From an optimization exercise on the open Yosys and OpenROAD flow, aimed at a short achievable clock period and few clock cycles; shortcuts taken in it are not production practice.
In this exercise RTL edits were held to simulation tests only and were not proved equivalent to the original.
No activity file was given, so power comes from the tool's default toggle rates.

## design/flow/config.mk

```make
export PLATFORM = sky130hd
export DESIGN_NAME = black_bean
export DESIGN_NICKNAME = black_bean
export VERILOG_FILES = /design/flow/design.v
export SDC_FILE = /design/flow/constraint.sdc
export NUM_CORES = 4
export LEC_CHECK = 0
export ABC_CLOCK_PERIOD_IN_PS = 1500
export CAP_MARGIN = 20
export CORE_MARGIN = 2
export CORE_UTILIZATION = 40
export SETUP_SLACK_MARGIN = 4
export SLEW_MARGIN = 20
export SYNTH_HIERARCHICAL = 1
export SYNTH_MINIMUM_KEEP_SIZE = 0
export TNS_END_PERCENT = 100
```

## design/flow/constraint.sdc

```tcl
create_clock -name core_clock -period 5.5 [get_ports {clk}]
set_input_delay 1.1000 -clock core_clock [delete_from_list [all_inputs] [get_ports {clk}]]
set_output_delay 1.1000 -clock core_clock [all_outputs]
set_load 0.01 [all_outputs]
```

## design/flow/design.v

```verilog
`timescale 1ns/1ps
module bb_dec(
    input  [7:0] b,
    input        en,          
    input        m_irx,
    input        alu_stale,
    output       vs1, vs2, vs3, vs4i, vs4, vs5, vs6b, vs6, vs7, vs8, vs9,
    output       a_hold, a_pcx, a_pcx1, a_ar, a_br,
    output       p_pcx,
    output       mem_n, halt_n, jmp_n, irx_n, wen_n, stale_n,
    output       wb3, wb4, wb5, wb6, wb7
);
wire [3:0] s = b[7:4];
wire [3:0] t = b[3:0];
wire s_c     = (s == 4'hc);
wire s_mem   = (s == 4'hc) || (s == 4'hd);
wire t_c     = (t == 4'hc);
wire t_mem   = (t == 4'hc) || (t == 4'hd);
wire t_reg   = (t != 4'h0) && (t[3] == 1'b0);    
wire halt    = (b == 8'h00);
wire needbus = t_mem || (s_mem && t_reg);
wire is_br   = (s == 4'h6) && (t == 4'h2);
wire stall   = alu_stale && ((s == 4'h8) || (s == 4'h9) || is_br);
wire go      = !stall && !halt && !needbus;
wire jo      = (t == 4'h2) && !is_br;            
wire seq     = go && !is_br && !jo;              
assign vs1  = (s == 4'h1);
assign vs2  = (s == 4'h2);
assign vs3  = (s == 4'h3);
assign vs4i = (s == 4'h4) && (t == 4'h4);
assign vs4  = (s == 4'h4) && (t != 4'h4);
assign vs5  = (s == 4'h5);
assign vs6b = is_br;
assign vs6  = (s == 4'h6) && (t != 4'h2);
assign vs7  = (s == 4'h7);
assign vs8  = (s == 4'h8);
assign vs9  = (s == 4'h9);
assign a_hold = en && (stall || halt || (go && jo));
assign a_pcx  = en && ((!stall && needbus && (s_c || t_c)) || (seq && !s_c));
assign a_pcx1 = en && seq && s_c;
assign a_ar   = en && !stall && needbus && !(s_c || t_c);
assign a_br   = en && go && is_br;
assign p_pcx  = en && ((!stall && needbus) || (seq && !s_c));
assign mem_n   = en && !stall && needbus;
assign halt_n  = en && halt;
assign jmp_n   = en && go && jo;
assign irx_n   = en && go && (t == 4'h1);
assign wen_n   = en && !stall && t_mem;
assign stale_n = en && go && ((t == 4'h4) || (t == 4'h5));
assign wb3 = en && go && (t == 4'h3);
assign wb4 = en && go && (t == 4'h4);
assign wb5 = en && go && (t == 4'h5);
assign wb6 = en && go && (t == 4'h6);
assign wb7 = en && go && (t == 4'h7);
endmodule
module bb_vsel(
    input        vs1, vs2, vs3, vs4i, vs4, vs5, vs6b, vs6, vs7, vs8, vs9,
    input  [3:0] t,
    input  [7:0] pcx, ar, dr0_inc, dr0, dr1, br, cr, dr2, re, ad,
    output [7:0] v
);
assign v = ({8{vs1 }} & {4'h1, t}) |
           ({8{vs2 }} & pcx)       |
           ({8{vs3 }} & ar)        |
           ({8{vs4i}} & dr0_inc)   |
           ({8{vs4 }} & dr0)       |
           ({8{vs5 }} & dr1)       |
           ({8{vs6b}} & br)        |
           ({8{vs6 }} & cr)        |
           ({8{vs7 }} & dr2)       |
           ({8{vs8 }} & re)        |
           ({8{vs9 }} & ad);
endmodule
module bb_asel(
    input        s0, s1, s2, s3, s4, s5, s6, s7, s8, s9, s10,
    input  [7:0] d0, d1, d2, d3, d4, d5, d6, d7, d8, d9, d10,
    output [7:0] y
);
assign y = ({8{s0}} & d0) | ({8{s1}} & d1) | ({8{s2}} & d2) |
           ({8{s3}} & d3) | ({8{s4}} & d4) | ({8{s5}} & d5) |
           ({8{s6}} & d6) | ({8{s7}} & d7) | ({8{s8}} & d8) |
           ({8{s9}} & d9) | ({8{s10}} & d10);
endmodule
module black_bean(
    clk,
    rst_n,
    IO_MEM_R_DATA,
    IO_MEM_W_DATA,
    IO_MEM_ADDR,
    IO_MEM_R_EN,
    IO_MEM_W_EN
);
input clk, rst_n;
input  [7:0] IO_MEM_R_DATA;
output [7:0] IO_MEM_W_DATA;
output [7:0] IO_MEM_ADDR;
output       IO_MEM_R_EN;
output       IO_MEM_W_EN;
reg [7:0] pc;     
reg [7:0] ar, dr0, dr1, dr2, cr;
reg [7:0] ir_m;   
reg [7:0] v_q;
reg       wb_ar, wb_dr0, wb_dr1, wb_cr, wb_dr2;
reg [7:0] addr_q, wdata_q;
reg       wen_q;
reg       m_mem;    
reg       m_irx;    
reg       m_irm;    
reg       m_jmp;    
reg       m_halt;   
reg [3:0] mt;       
reg       msc;      
assign IO_MEM_R_EN   = 1'b1;
assign IO_MEM_ADDR   = addr_q;
assign IO_MEM_W_DATA = wdata_q;
assign IO_MEM_W_EN   = wen_q;
wire [7:0] rd = IO_MEM_R_DATA;
wire [7:0] ar_e  = wb_ar  ? v_q : ar;
wire [7:0] dr0_e = wb_dr0 ? v_q : dr0;
wire [7:0] dr1_e = wb_dr1 ? v_q : dr1;
wire [7:0] cr_e  = wb_cr  ? v_q : cr;
wire [7:0] dr2_e = wb_dr2 ? v_q : dr2;
wire [7:0] pc1 = pc + 8'd1;
wire [7:0] pc2 = pc + 8'd2;
wire [7:0] pcx  = m_irx ? pc : pc1;        
wire [7:0] pcx1 = m_irx ? pc1 : pc2;       
wire [7:0] dr0_inc = wb_dr0 ? (v_q + 8'd1) : (dr0 + 8'd1);
reg  [8:0] sum;
reg        lt, eq, gt;
reg        alu_stale;
reg  [7:0] re;
always @(*) begin
    case (cr_e)
        8'h11: re = sum[7:0];
        8'h01: re = lt ? 8'h3c : eq ? 8'h3d : 8'h3e;
        8'h10: re = eq ? ar_e : pcx;
        default: re = 8'h00;
    endcase
end
wire [7:0] ad = (cr_e == 8'h11) ? {7'd0, sum[8]} : 8'h00;
reg br_hold;   
always @(*) begin
    case (cr_e)
        8'h01: br_hold = lt;
        8'h02: br_hold = eq;
        8'h03: br_hold = gt;
        8'h04: br_hold = !lt;
        8'h05: br_hold = !eq;
        8'h06: br_hold = !gt;
        default: br_hold = 1'b1;
    endcase
end
wire [7:0] br = br_hold ? pcx : ar_e;
wire [7:0] b = m_irx ? (m_irm ? ir_m : v_q) : rd;
wire exec = !m_mem && !m_halt && !m_jmp;
wire vs1, vs2, vs3, vs4i, vs4, vs5, vs6b, vs6, vs7, vs8, vs9;
wire a_hold, a_pcx, a_pcx1, a_ar, a_br, p_pcx;
wire mem_n, halt_n, jmp_n, irx_n, wen_n, stale_n;
wire wb3, wb4, wb5, wb6, wb7;
bb_dec dec(
    .b(b), .en(exec && rst_n), .m_irx(m_irx), .alu_stale(alu_stale),
    .vs1(vs1), .vs2(vs2), .vs3(vs3), .vs4i(vs4i), .vs4(vs4), .vs5(vs5),
    .vs6b(vs6b), .vs6(vs6), .vs7(vs7), .vs8(vs8), .vs9(vs9),
    .a_hold(a_hold), .a_pcx(a_pcx), .a_pcx1(a_pcx1), .a_ar(a_ar), .a_br(a_br),
    .p_pcx(p_pcx),
    .mem_n(mem_n), .halt_n(halt_n), .jmp_n(jmp_n), .irx_n(irx_n),
    .wen_n(wen_n), .stale_n(stale_n),
    .wb3(wb3), .wb4(wb4), .wb5(wb5), .wb6(wb6), .wb7(wb7)
);
wire [7:0] v;
bb_vsel vsel(
    .vs1(vs1), .vs2(vs2), .vs3(vs3), .vs4i(vs4i), .vs4(vs4), .vs5(vs5),
    .vs6b(vs6b), .vs6(vs6), .vs7(vs7), .vs8(vs8), .vs9(vs9),
    .t(b[3:0]),
    .pcx(pcx), .ar(ar_e), .dr0_inc(dr0_inc), .dr0(dr0_e), .dr1(dr1_e),
    .br(br), .cr(cr_e), .dr2(dr2_e), .re(re), .ad(ad),
    .v(v)
);
wire live    = rst_n;
wire k_jmp   = live && m_jmp;
wire k_halt  = live && m_halt;
wire mem_rd  = live && m_mem && (mt == 4'h2);
wire mem_pc1 = live && m_mem && (mt != 4'h2) && msc;
wire mem_pc  = live && m_mem && (mt != 4'h2) && !msc;
wire [7:0] addr_n, pc_n;
bb_asel asel(
    .s0(a_hold),           .d0(addr_q),
    .s1(a_pcx),            .d1(pcx),
    .s2(a_pcx1),           .d2(pcx1),
    .s3(a_ar),             .d3(ar_e),
    .s4(a_br),             .d4(br),
    .s5(k_jmp),            .d5(v_q),
    .s6(mem_rd),           .d6(rd),
    .s7(mem_pc1),          .d7(pc1),
    .s8(mem_pc),           .d8(pc),
    .s9(k_halt),           .d9(addr_q),
    .s10(1'b0),            .d10(8'h00),
    .y(addr_n)
);
bb_asel psel(
    .s0(a_hold),           .d0(pc),
    .s1(p_pcx),            .d1(pcx),
    .s2(a_pcx1),           .d2(pcx1),
    .s3(1'b0),             .d3(ar_e),
    .s4(a_br),             .d4(br),
    .s5(k_jmp),            .d5(v_q),
    .s6(mem_rd),           .d6(rd),
    .s7(mem_pc1),          .d7(pc1),
    .s8(mem_pc),           .d8(pc),
    .s9(k_halt),           .d9(pc),
    .s10(1'b0),            .d10(8'h00),
    .y(pc_n)
);
always @(posedge clk) begin
    sum <= {1'b0, dr0_e} + {1'b0, dr1_e};
    lt  <= dr0_e < dr1_e;
    eq  <= dr0_e == dr1_e;
    gt  <= dr0_e > dr1_e;
    v_q     <= v;
    wdata_q <= v;
    ir_m    <= rd;
    addr_q  <= addr_n;
    pc      <= pc_n;
    mt      <= b[3:0];
    msc     <= (b[7:4] == 4'hc);
    wb_ar   <= wb3;
    wb_dr0  <= wb4;
    wb_dr1  <= wb5;
    wb_cr   <= wb6;
    wb_dr2  <= wb7;
    wen_q   <= wen_n;
    m_mem   <= mem_n;
    m_jmp   <= jmp_n;
    m_halt  <= halt_n || k_halt;
    m_irx   <= irx_n || (live && m_mem && (mt == 4'h1));
    m_irm   <= live && m_mem && (mt == 4'h1);
    alu_stale <= !live || stale_n || (m_mem && ((mt == 4'h4) || (mt == 4'h5)));
end
always @(posedge clk) begin
    if (!rst_n) begin
        ar  <= 8'h00;
        dr0 <= 8'h00;
        dr1 <= 8'h00;
        dr2 <= 8'h00;
        cr  <= 8'h00;
    end else begin
        if (m_mem && mt == 4'h3) ar <= rd; else if (wb_ar) ar <= v_q;
        if (m_mem && mt == 4'h4) dr0 <= rd; else if (wb_dr0) dr0 <= v_q;
        if (m_mem && mt == 4'h5) dr1 <= rd; else if (wb_dr1) dr1 <= v_q;
        if (m_mem && mt == 4'h6) cr <= rd; else if (wb_cr) cr <= v_q;
        if (m_mem && mt == 4'h7) dr2 <= rd; else if (wb_dr2) dr2 <= v_q;
    end
end
endmodule
```

## design/flow/run.sh

```bash
#!/bin/bash
# synth_recipe.tcl (not shown) runs the flow's synth.tcl, then flattens the netlist and writes it again
# the make line also repeats each setting of config.mk as NAME=value (left out here)
make -C /OpenROAD-flow-scripts/flow DESIGN_CONFIG=/design/flow/config.mk WORK_HOME=/design/flow/orfs CLKGATE_MAP_FILE= SYNTH_SCRIPT=/design/flow/synth_recipe.tcl finish
```

==> impl_results.md, run 1 <==
* R2r endpoint: addr_q[6]$_DFF_P_
* # DRC at 0
* Top_reg_cell synth: dfxtp_1
* Die W at 136 um
* Worst relative slew slack at 0.415
* Min Tclk post-route at 2890 ps
* Mean number of vias per cell at 6.42
* Crit path max-delay family: simple AND/OR/NAND/NOR gates
* Clock Pin Slew Worst Setup and Hold Paths at 80 ps
* Max Fclk at 346 MHz
* Final hold vios at 0
* First-pass GRT wire length at 43400 um
* Chip height at 136 um
* Number of library cell types mapped by synthesis at 73
* Status: no timing/DRC/antenna violations
* Initial antenna violation count at 1
* Power consumption at 2.20 mW
* Critical path class: in2reg
* Io pins at 28
* Starting Density at 0.404
* Area Growth Syn to Fin at 45.9%
* DR WL met3 at 3160 um
* CTS Buffer Depth at 2
* Area contributors post-synth: dfxtp_1 29%, mux2i_1 7.7%, a22o_1 4.9%, a221oi_1 4.4%, mux2_2 3.7%
* Worst-path fanout max at 8
* Highest routed layer: met5
* Fin Setup TNS at 0 ps
* Wire per inst at 25.8 um
* Max incr delay on CP at 250 ps
* Max_cap viols at 0
* Final wirelength at 29900 um
* Fin crit share at 0.525
* Final net count at 956
* Yosys top cell by area: dfxtp_1
* Crit-path cells: buf_6, buf_6, nor2_4, a21oi_4, buf_12, nor4_4, buf_4, nand2_4, a31oi_4, nor2_4, a22o_1, a221oi_2, and3_1, nand2_1
* Hold Path Origin: mt[2]$_DFF_P_
* Required time worst endpoint at 5740 ps
* Register area share after synthesis at 0.292
* WP data arrival at 3130 ps
* Crit path capture type: register
* Clock root cell: clkbuf_16
* WP buf/inv at 4
* R2R depth at 9
* Leakage at 4.53 nW
* # diodes at 0
* Port bufs at 26
* # fillers at 1390
* CTS tree: built
* Mapped cell area at 6920 um2
* Hold Path End: m_irm$_DFF_P_
* Drt first pass iters at 9
* Power per cell area at 218 nW/um2
* Final setup vio count at 0
* Top-area cell type share of the netlist area at 0.292
* Ratio of cells with drive above 1 in the final layout at 0.422
* Core box area at 17100 um2
* Most frequent cell after synthesis: dfxtp_1
* Vias in the first global route at 7048
* Syn Area/Cell at 8.88 um2
* Hold Crit Class: reg2reg
* Clk latency of the worst-skew pair at 370 ps
* TritonCTS Sinks at 101
* Full die area at 18400 um2
* TritonCTS Buffers at 9
* EDFF count, synth at 0
* Yosys reg bits at 101
* Post-detailed-route count of antenna-violating nets at 0
* Slowest CP cell: a31oi_4
* Vias at 7423
* H-Tree Depth at 3
* Site Rows at 48
* Gpl congestion at 0.955
* Reg2reg start: m_irm$_DFF_P_
* Slew Limit Fails at 0
* Cell count after synthesis at 779
* Initial DRC count at 1199
* Largest net degree at the start of global routing at 27
* Commonest cells post-synth: 101 x dfxtp_1, 55 x nand2_1, 53 x mux2i_1
* Reg2reg setup slack at 2720 ps
* WL met2 at 13500 um
* Critical Path Source Type: input pin
* RSZ-0062 raised after global routing: yes
* Clk_skew at 14.8 ps
* WL met1 at 11500 um
* Worst-margin pin slew at 870 ps
* Layout Utilization at 0.590
* Global route overflow at 0
* Hold Path Stages at 3
* Synth warn at 7
* Maximum vdd drop at 0.000203 V
* Global-route usage over all layers at 0.321
* Post-synth ARST share at 0
* DP HPWL at 17800 um
[tightest hold or removal path: cells and delay by family (launching register included)]
| kind | cells | cell delay, ps |
|---|---|---|
| AND/OR/NAND/NOR | 3 | 180 |
| flip-flops | 1 | 340 |
[logic make-up after synthesis]
logic type / synth area share
compound gates: 0.254
xor+xnor: 0.0380
fa+ha+maj: 0.0372
buf+inv: 0.0786
flops: 0.292
mux: 0.114
other cells: 0.00109
simple gates: 0.185
[cells in the final DEF (no fill, tap or decap), types with 7 or more instances in the layout]
cell type   n
nor2_2      7
dfxtp_1    75
inv_1      35
ha_4       10
o211a_1    21
a22o_1     39
nand2b_1    8
clkbuf_16   9
a21oi_4     9
a221oi_2   25
nor3_1      9
xnor2_1    18
conb_1     27
ha_1        9
dfxtp_2    14
nand3_1    23
a221oi_1   17
dfxtp_4    12
buf_6      61
xor2_1     10
a222oi_1   21
a21oi_1     9
mux2_2     19
nor2_4     11
buf_4      93
nand4_1     8
nor2_1     26
buf_12     13
nor2b_1    24
nor3_4      8
mux2i_1    44
nand2_1    49
a22oi_1    10
[per-stage QoR]
step	std cells	setup slack, ps	area [um2]	hold slack (ps)
after floorplan	804	2610	7540	484
after global placement	1005	1060	7680	501
after detailed placement	1005	1060	7680	503
after CTS	1132	2690	9720	527
after global routing	1156	2520	10100	588
final	1156	2610	10100	557
[power by group]
| group | internal, mW | switching, mW |
|---|---|---|
| logic | 0.290 | 0.356 |
| clock network | 0.392 | 0.312 |
| registers | 0.776 | 0.0780 |
[modules after synthesis (local to each module, per instance)]
| module | times used | flops+latches | area, um2 |
|---|---|---|---|
| bb_asel | 2 | 0 | 474 |
| bb_dec | 1 | 0 | 454 |
| bb_vsel | 1 | 0 | 510 |
| black_bean | 1 | 101 | 5010 |
[how the worst max path moves through the flow]
stage / cells past startpoint / to / slack (ps) / start
4_1_cts: 11 / addr_q[5]$_DFF_P_ / 2690 / IO_MEM_R_DATA[7]
2_1_floorplan: 10 / addr_q[5]$_DFF_P_ / 2610 / IO_MEM_R_DATA[2]
3_3_place_gp: 12 / addr_q[6]$_DFF_P_ / 1060 / IO_MEM_R_DATA[3]
3_5_place_dp: 12 / addr_q[6]$_DFF_P_ / 1060 / IO_MEM_R_DATA[3]
5_1_grt: 13 / pc[7]$_DFF_P_ / 2520 / IO_MEM_R_DATA[0]
6_report: 14 / pc[6]$_DFF_P_ / 2610 / IO_MEM_R_DATA[7]
[per-layer routing]
layer  vias up  track usage
met5         -            0
met4         2        0.148
met3       122       0.0954
met2       520        0.510
met1      3557        0.403
li1       3222            -
[registers in the layout, indices dropped and copies added (netlist names), 4 cells and up]
signal / cells
ar: 8
addr_q: 8
mt: 4
dr1: 8
dr2: 8
ir_m: 8
pc: 8
dr0: 8
wdata_q: 8
cr: 8
sum: 9
[cell type report]
| cell class | count | area (um2) | area share |
|---|---|---|---|
| multi-input combinational | 594 | 5440 | 0.539 |
| sequential | 101 | 2080 | 0.206 |
| timing repair buffer | 178 | 1810 | 0.179 |
| tap | 225 | 282 | 0.0279 |
| clock buffer | 12 | 267 | 0.0264 |
| inverter | 42 | 160 | 0.0159 |
| clock inverter | 4 | 55.1 | 0.00545 |
[timing repair]
item                                   CTS  global route
hold buffers                             0             0
pin swaps                               62            35
setup buffers                          104            24
endpoints found under the hold margin    0             0
gates cloned                             7             0
gates resized for setup                295            47
setup endpoints to repair              116            95
Testbench counts, summed over its fixed seeds: cycles 318,900.
==> inputs of run 2 (changes only) <==
--- a/design/flow/design.v
+++ b/design/flow/design.v
@@ -6,4 +6,5 @@
     input        alu_stale,
-    output       vs1, vs2, vs3, vs4i, vs4, vs5, vs6b, vs6, vs7, vs8, vs9,
-    output       a_hold, a_pcx, a_pcx1, a_ar, a_br,
+    input        imm_hit,     
+    output       vsc, vs1, vs2, vs3, vs4i, vs4, vs5, vs6b, vs6, vs7, vs8, vs9,
+    output       a_hold, a_pcx, a_pcx1, a_ar, a_br, a_imm,
     output       p_pcx,
@@ -20,3 +21,4 @@
 wire halt    = (b == 8'h00);
-wire needbus = t_mem || (s_mem && t_reg);
+wire cimm    = s_c && imm_hit;
+wire needbus = t_mem || (s_mem && t_reg && !cimm);
 wire is_br   = (s == 4'h6) && (t == 4'h2);
@@ -24,4 +26,6 @@
 wire go      = !stall && !halt && !needbus;
-wire jo      = (t == 4'h2) && !is_br;            
-wire seq     = go && !is_br && !jo;              
+wire jimm    = cimm && (t == 4'h2);              
+wire jo      = (t == 4'h2) && !is_br && !jimm;   
+wire seq     = go && !is_br && !jo && !jimm;     
+assign vsc  = cimm && !t_mem;
 assign vs1  = (s == 4'h1);
@@ -42,2 +46,3 @@
 assign a_br   = en && go && is_br;
+assign a_imm  = en && go && jimm;
 assign p_pcx  = en && ((!stall && needbus) || (seq && !s_c));
@@ -56,8 +61,9 @@
 module bb_vsel(
-    input        vs1, vs2, vs3, vs4i, vs4, vs5, vs6b, vs6, vs7, vs8, vs9,
+    input        vsc, vs1, vs2, vs3, vs4i, vs4, vs5, vs6b, vs6, vs7, vs8, vs9,
     input  [3:0] t,
-    input  [7:0] pcx, ar, dr0_inc, dr0, dr1, br, cr, dr2, re, ad,
+    input  [7:0] imm, pcx, ar, dr0_inc, dr0, dr1, br, cr, dr2, re, ad,
     output [7:0] v
 );
-assign v = ({8{vs1 }} & {4'h1, t}) |
+assign v = ({8{vsc }} & imm)       |
+           ({8{vs1 }} & {4'h1, t}) |
            ({8{vs2 }} & pcx)       |
@@ -153,6 +159,40 @@
 wire [7:0] br = br_hold ? pcx : ar_e;
+localparam NIC = 8;
+reg  [7:0] ic_tag [0:NIC-1];    
+reg  [7:0] ic_op  [0:NIC-1];    
+reg  [7:0] ic_val [0:NIC-1];
+reg  [NIC-1:0] ic_v;
+reg  [2:0] ic_rr;               
+reg        imm_hit;
+reg  [7:0] imm_val;
+integer ie;
+always @(*) begin
+    imm_hit = 1'b0;
+    imm_val = 8'h00;
+    for (ie = 0; ie < NIC; ie = ie + 1) begin
+        if (ic_v[ie] && ic_op[ie] == pc) begin
+            imm_hit = !m_irx;
+            imm_val = imm_val | ic_val[ie];
+        end
+    end
+end
+always @(posedge clk) begin
+    if (!rst_n) begin
+        ic_v  <= {NIC{1'b0}};
+        ic_rr <= 3'd0;
+    end else if (m_mem && msc && !wen_q) begin
+        ic_tag[ic_rr] <= addr_q;
+        ic_op[ic_rr]  <= addr_q - 8'd1;
+        ic_val[ic_rr] <= rd;
+        ic_v[ic_rr]   <= 1'b1;
+        ic_rr         <= ic_rr + 3'd1;
+    end else if (wen_q) begin
+        for (ie = 0; ie < NIC; ie = ie + 1)
+            if (ic_tag[ie] == addr_q) ic_val[ie] <= wdata_q;
+    end
+end
 wire [7:0] b = m_irx ? (m_irm ? ir_m : v_q) : rd;
 wire exec = !m_mem && !m_halt && !m_jmp;
-wire vs1, vs2, vs3, vs4i, vs4, vs5, vs6b, vs6, vs7, vs8, vs9;
-wire a_hold, a_pcx, a_pcx1, a_ar, a_br, p_pcx;
+wire vsc, vs1, vs2, vs3, vs4i, vs4, vs5, vs6b, vs6, vs7, vs8, vs9;
+wire a_hold, a_pcx, a_pcx1, a_ar, a_br, a_imm, p_pcx;
 wire mem_n, halt_n, jmp_n, irx_n, wen_n, stale_n;
@@ -161,5 +201,7 @@
     .b(b), .en(exec && rst_n), .m_irx(m_irx), .alu_stale(alu_stale),
-    .vs1(vs1), .vs2(vs2), .vs3(vs3), .vs4i(vs4i), .vs4(vs4), .vs5(vs5),
+    .imm_hit(imm_hit),
+    .vsc(vsc), .vs1(vs1), .vs2(vs2), .vs3(vs3), .vs4i(vs4i), .vs4(vs4), .vs5(vs5),
     .vs6b(vs6b), .vs6(vs6), .vs7(vs7), .vs8(vs8), .vs9(vs9),
     .a_hold(a_hold), .a_pcx(a_pcx), .a_pcx1(a_pcx1), .a_ar(a_ar), .a_br(a_br),
+    .a_imm(a_imm),
     .p_pcx(p_pcx),
@@ -171,6 +213,6 @@
 bb_vsel vsel(
-    .vs1(vs1), .vs2(vs2), .vs3(vs3), .vs4i(vs4i), .vs4(vs4), .vs5(vs5),
+    .vsc(vsc), .vs1(vs1), .vs2(vs2), .vs3(vs3), .vs4i(vs4i), .vs4(vs4), .vs5(vs5),
     .vs6b(vs6b), .vs6(vs6), .vs7(vs7), .vs8(vs8), .vs9(vs9),
     .t(b[3:0]),
-    .pcx(pcx), .ar(ar_e), .dr0_inc(dr0_inc), .dr0(dr0_e), .dr1(dr1_e),
+    .imm(imm_val), .pcx(pcx), .ar(ar_e), .dr0_inc(dr0_inc), .dr0(dr0_e), .dr1(dr1_e),
     .br(br), .cr(cr_e), .dr2(dr2_e), .re(re), .ad(ad),
@@ -196,3 +238,3 @@
     .s9(k_halt),           .d9(addr_q),
-    .s10(1'b0),            .d10(8'h00),
+    .s10(a_imm),           .d10(imm_val),
     .y(addr_n)
@@ -210,3 +252,3 @@
     .s9(k_halt),           .d9(pc),
-    .s10(1'b0),            .d10(8'h00),
+    .s10(a_imm),           .d10(imm_val),
     .y(pc_n)
==> run 2 against run 1 <==
Compared with the run above:
- critical path depth rose by 2
- global-route usage fell by 3.5 points
- total power rose to 2.7 times the previous value
- clock power rose to 3.3 times the previous value
- sequential power increased to 3.0 times the previous value
- first-iteration DRC count up 70%
- routed wire length increased by 110%
==> impl_results.md, run 2 <==
* Status: no timing/DRC/antenna violations
* TritonCTS Buffers at 35
* DP HPWL at 33700 um
* Power consumption at 5.94 mW
* Max incr delay on CP at 360 ps
* First-pass GRT wire length at 88400 um
* Starting Density at 0.407
* Hold Crit Class: reg2reg
* H-Tree Depth at 2
* Die W at 205 um
* Max_cap viols at 0
* Power per cell area at 246 nW/um2
* Switch share at 0.274
* Comb pwr share at 0.183
* # DRC at 0
* CTS Buffer Depth at 3
* Maximum vdd drop at 0.000262 V
* Slowest CP cell: dfxtp_4
* Critical Path Source Type: register
* Synth warn at 7
* Critical path class: reg2reg
* Commonest cells post-synth: 192 x edfxtp_1, 140 x xnor2_1, 112 x dfxtp_1
* Slew Limit Fails at 0
* WP buf/inv at 4
* Core box area at 39800 um2
* Clk_skew at 23.6 ps
* Post-detailed-route count of antenna-violating nets at 0
* Clock root cell: clkbuf_16
* Site Rows at 73
* Post-synth ARST share at 0
* Number of library cell types mapped by synthesis at 74
* Fin Setup TNS at 0 ps
* Crit path max-delay family: simple AND/OR/NAND/NOR gates
* Leakage at 9.39 nW
* Most used cell along the critical path: buf_4
* Crit-path cells: buf_6, xnor2_2, nand2_2, nor3_2, buf_4, nor4_2, a21oi_2, inv_2, o211ai_4, nand4_1, buf_4, a21oi_4, a22o_1, a221oi_2, and3_1, nand2_1
* Top-area cell type share of the netlist area at 0.356
* Seq pwr share at 0.429
* Final setup vio count at 0
* Wire per inst at 27.4 um
* RSZ-0062 raised after global routing: yes
* Ratio of cells with drive above 1 in the final layout at 0.494
* Io pins at 28
* Syn Area/Cell at 11.3 um2
* Sw power at 1.63 mW
* Most frequent cells in the layout: 210 x buf_4, 192 x edfxtp_1, 106 x buf_6
* Clock Pin Slew Worst Setup and Hold Paths at 60 ps
* Area Growth Syn to Fin at 49.2%
* EDFF count, synth at 192
* Final hold vios at 0
* Area contributors post-synth: edfxtp_1 36%, dfxtp_1 14%, xnor2_1 7.6%, mux2_2 5.8%, mux2i_1 3.1%
* Mean number of vias per cell at 6.13
* Drt first pass iters at 9
* Layout Utilization at 0.607
* Global route overflow at 0
* Worst-margin pin slew at 830 ps
* Commonest non-fill, non-tap cell in the layout: buf_4
* Worst-path fanout max at 7
* Initial DRC count at 2037
* Full die area at 42100 um2
* Min Tclk post-route at 3070 ps
* Final wirelength at 63200 um
* Yosys reg bits at 304
* Mapped cell area at 16200 um2
* Vias in the first global route at 13200
* Final net count at 1796
* Largest net degree at the start of global routing at 18
* Vias at 14200
* Worst relative slew slack at 0.443
* Gpl congestion at 0.931
* # diodes at 0
* Port bufs at 26
* Chip height at 205 um
* # fillers at 2998
* Max Fclk at 326 MHz
* Top_reg_cell synth: edfxtp_1
* Top flop regs: ic_op (64), ic_tag (64), ic_val (64)
* Most frequent cell after synthesis: edfxtp_1
* Register area share after synthesis at 0.494
* TritonCTS Sinks at 304
* Initial antenna violation count at 0
* Global-route usage over all layers at 0.286
* Yosys top cell by area: edfxtp_1
* Required time worst endpoint at 5980 ps
* WP data arrival at 3550 ps
* Cell internal pwr at 4.31 mW
* Fin crit share at 0.558
* CTS tree: built
* Crit path capture type: register
* Clk latency of the worst-skew pair at 570 ps
* Cell count after synthesis at 1431
* WHS at 557 ps
* Clk pwr share at 0.388
run 2: cell families (layout without fill, tap and decap cells):
logic type                 after synthesis  count (layout)  share of synthesized area
and+or+nand+nor                        363             363                      0.120
DFF                                    304             304                      0.494
AOI/OAI and AO/OA                      256             256                      0.130
buffers and inverters                  172             520                     0.0483
xor gates and xnor gates               167             167                     0.0902
muxes                                  142             142                     0.0973
adders and majority gates               25              25                     0.0198
other                                    2               9                   0.000463
run 2: through the flow:
step                std cells  cell area, um2  setup slack [ps]
finish                   2311           24200              2430
global route             2311           24200              2380
CTS                      2244           22900              2570
detailed placement       1927           17600               980
global placement         1927           17600              1020
floorplan                1438           17100              2160
run 2: power by group through the flow:
stage | Sequential, mW | Combinational [mW] | Clock [mW]
floorplan | 2.59 | 0.396 | 0
global placement | 2.66 | 0.512 | 0
detailed placement | 2.66 | 0.515 | 0
CTS | 2.54 | 0.950 | 2.31
global route | 2.55 | 1.12 | 2.40
finish | 2.55 | 1.09 | 2.30
run 2: per-module statistics from Yosys, one instance, submodules excluded:
| module | copies in the design | area (um2) |
|---|---|---|
| bb_asel | 2 | 474 |
| bb_dec | 1 | 459 |
| bb_vsel | 1 | 508 |
| black_bean | 1 | 14300 |
run 2: final timing paths:
| kind | from | endpoint | slack (ps) | cells after the start |
|---|---|---|---|---|
| worst min-delay path | ic_v[0]$_SDFFE_PN0P_ | ic_v[0]$_SDFFE_PN0P_ | 560 | 2 |
| worst min register to register | ic_v[0]$_SDFFE_PN0P_ | ic_v[0]$_SDFFE_PN0P_ | 560 | 2 |
| worst max register to register | pc[1]$_DFF_P_ | pc[6]$_DFF_P_ | 2430 | 16 |
| worst max-delay path | pc[1]$_DFF_P_ | pc[6]$_DFF_P_ | 2430 | 16 |
run 2: area by class of cell:
| cell class | count | area, um2 | area share |
|---|---|---|---|
| Timing Repair Buffer | 390 | 4180 | 0.173 |
| Clock inverter | 14 | 85.1 | 0.00352 |
| Sequential cell | 304 | 8130 | 0.336 |
| Inverter | 68 | 262 | 0.0108 |
| Tap cell | 525 | 657 | 0.0272 |
| Multi-Input combinational cell | 962 | 9830 | 0.407 |
| Clock buffer | 48 | 1030 | 0.0424 |
run 2: tightest hold or removal path: stages (launching register included):
cell and delay [ps]:
dfxtp_1 340, a21oi_4 120, nor2b_1 50
run 2: repair_timing:
action / CTS / global route
setup endpoints to repair: 434 / 395
pin swaps: 112 / 83
gates cloned: 6 / 4
hold buffers: 0 / 0
gates resized for setup: 516 / 156
setup buffers: 249 / 63
run 2: metal layers:
metal / GRT usage / vias to the layer above / wire, um / part of all wire
li1: - / 6038 / - / -
met1: 0.387 / 6940 / 24500 / 0.39
met2: 0.443 / 928 / 28300 / 0.45
met3: 0.0619 / 257 / 6870 / 0.11
met4: 0.125 / 0 / 3550 / 0.056
met5: 0 / - / 0 / 0
Testbench counts of run 2, summed over its fixed seeds: cycles 270,027.

re-timing with driven ports:
How much do the figures lean on ideal ports? The routed layouts below were timed once more, with nothing changed but the port constraints. Step 1: set_driving_cell puts a clkbuf_16 on clk and a buf_2 on each other input, an assumption about the parent block. Step 2 also shifts input and output timing later by t, the mid clock arrival at the registers, as if the neighbouring blocks saw the same clock. Three values: no drivers, after step 1, after step 2; two values: the first two.
run	t, ns	slack for setup (ns)	worst slew at a driven data input, ns	cell pins on the clock port's net
run 1	0.406	2.613 / 2.628 / 2.222	0.05	1
run 2	0.613	2.433 / 2.433 / 1.880	0.08	1
After both steps setup and hold are still met in every run listed. For run 2, which loses most, drivers alone change the setup slack by 0.000 ns; drivers and shift together by -0.553 ns.
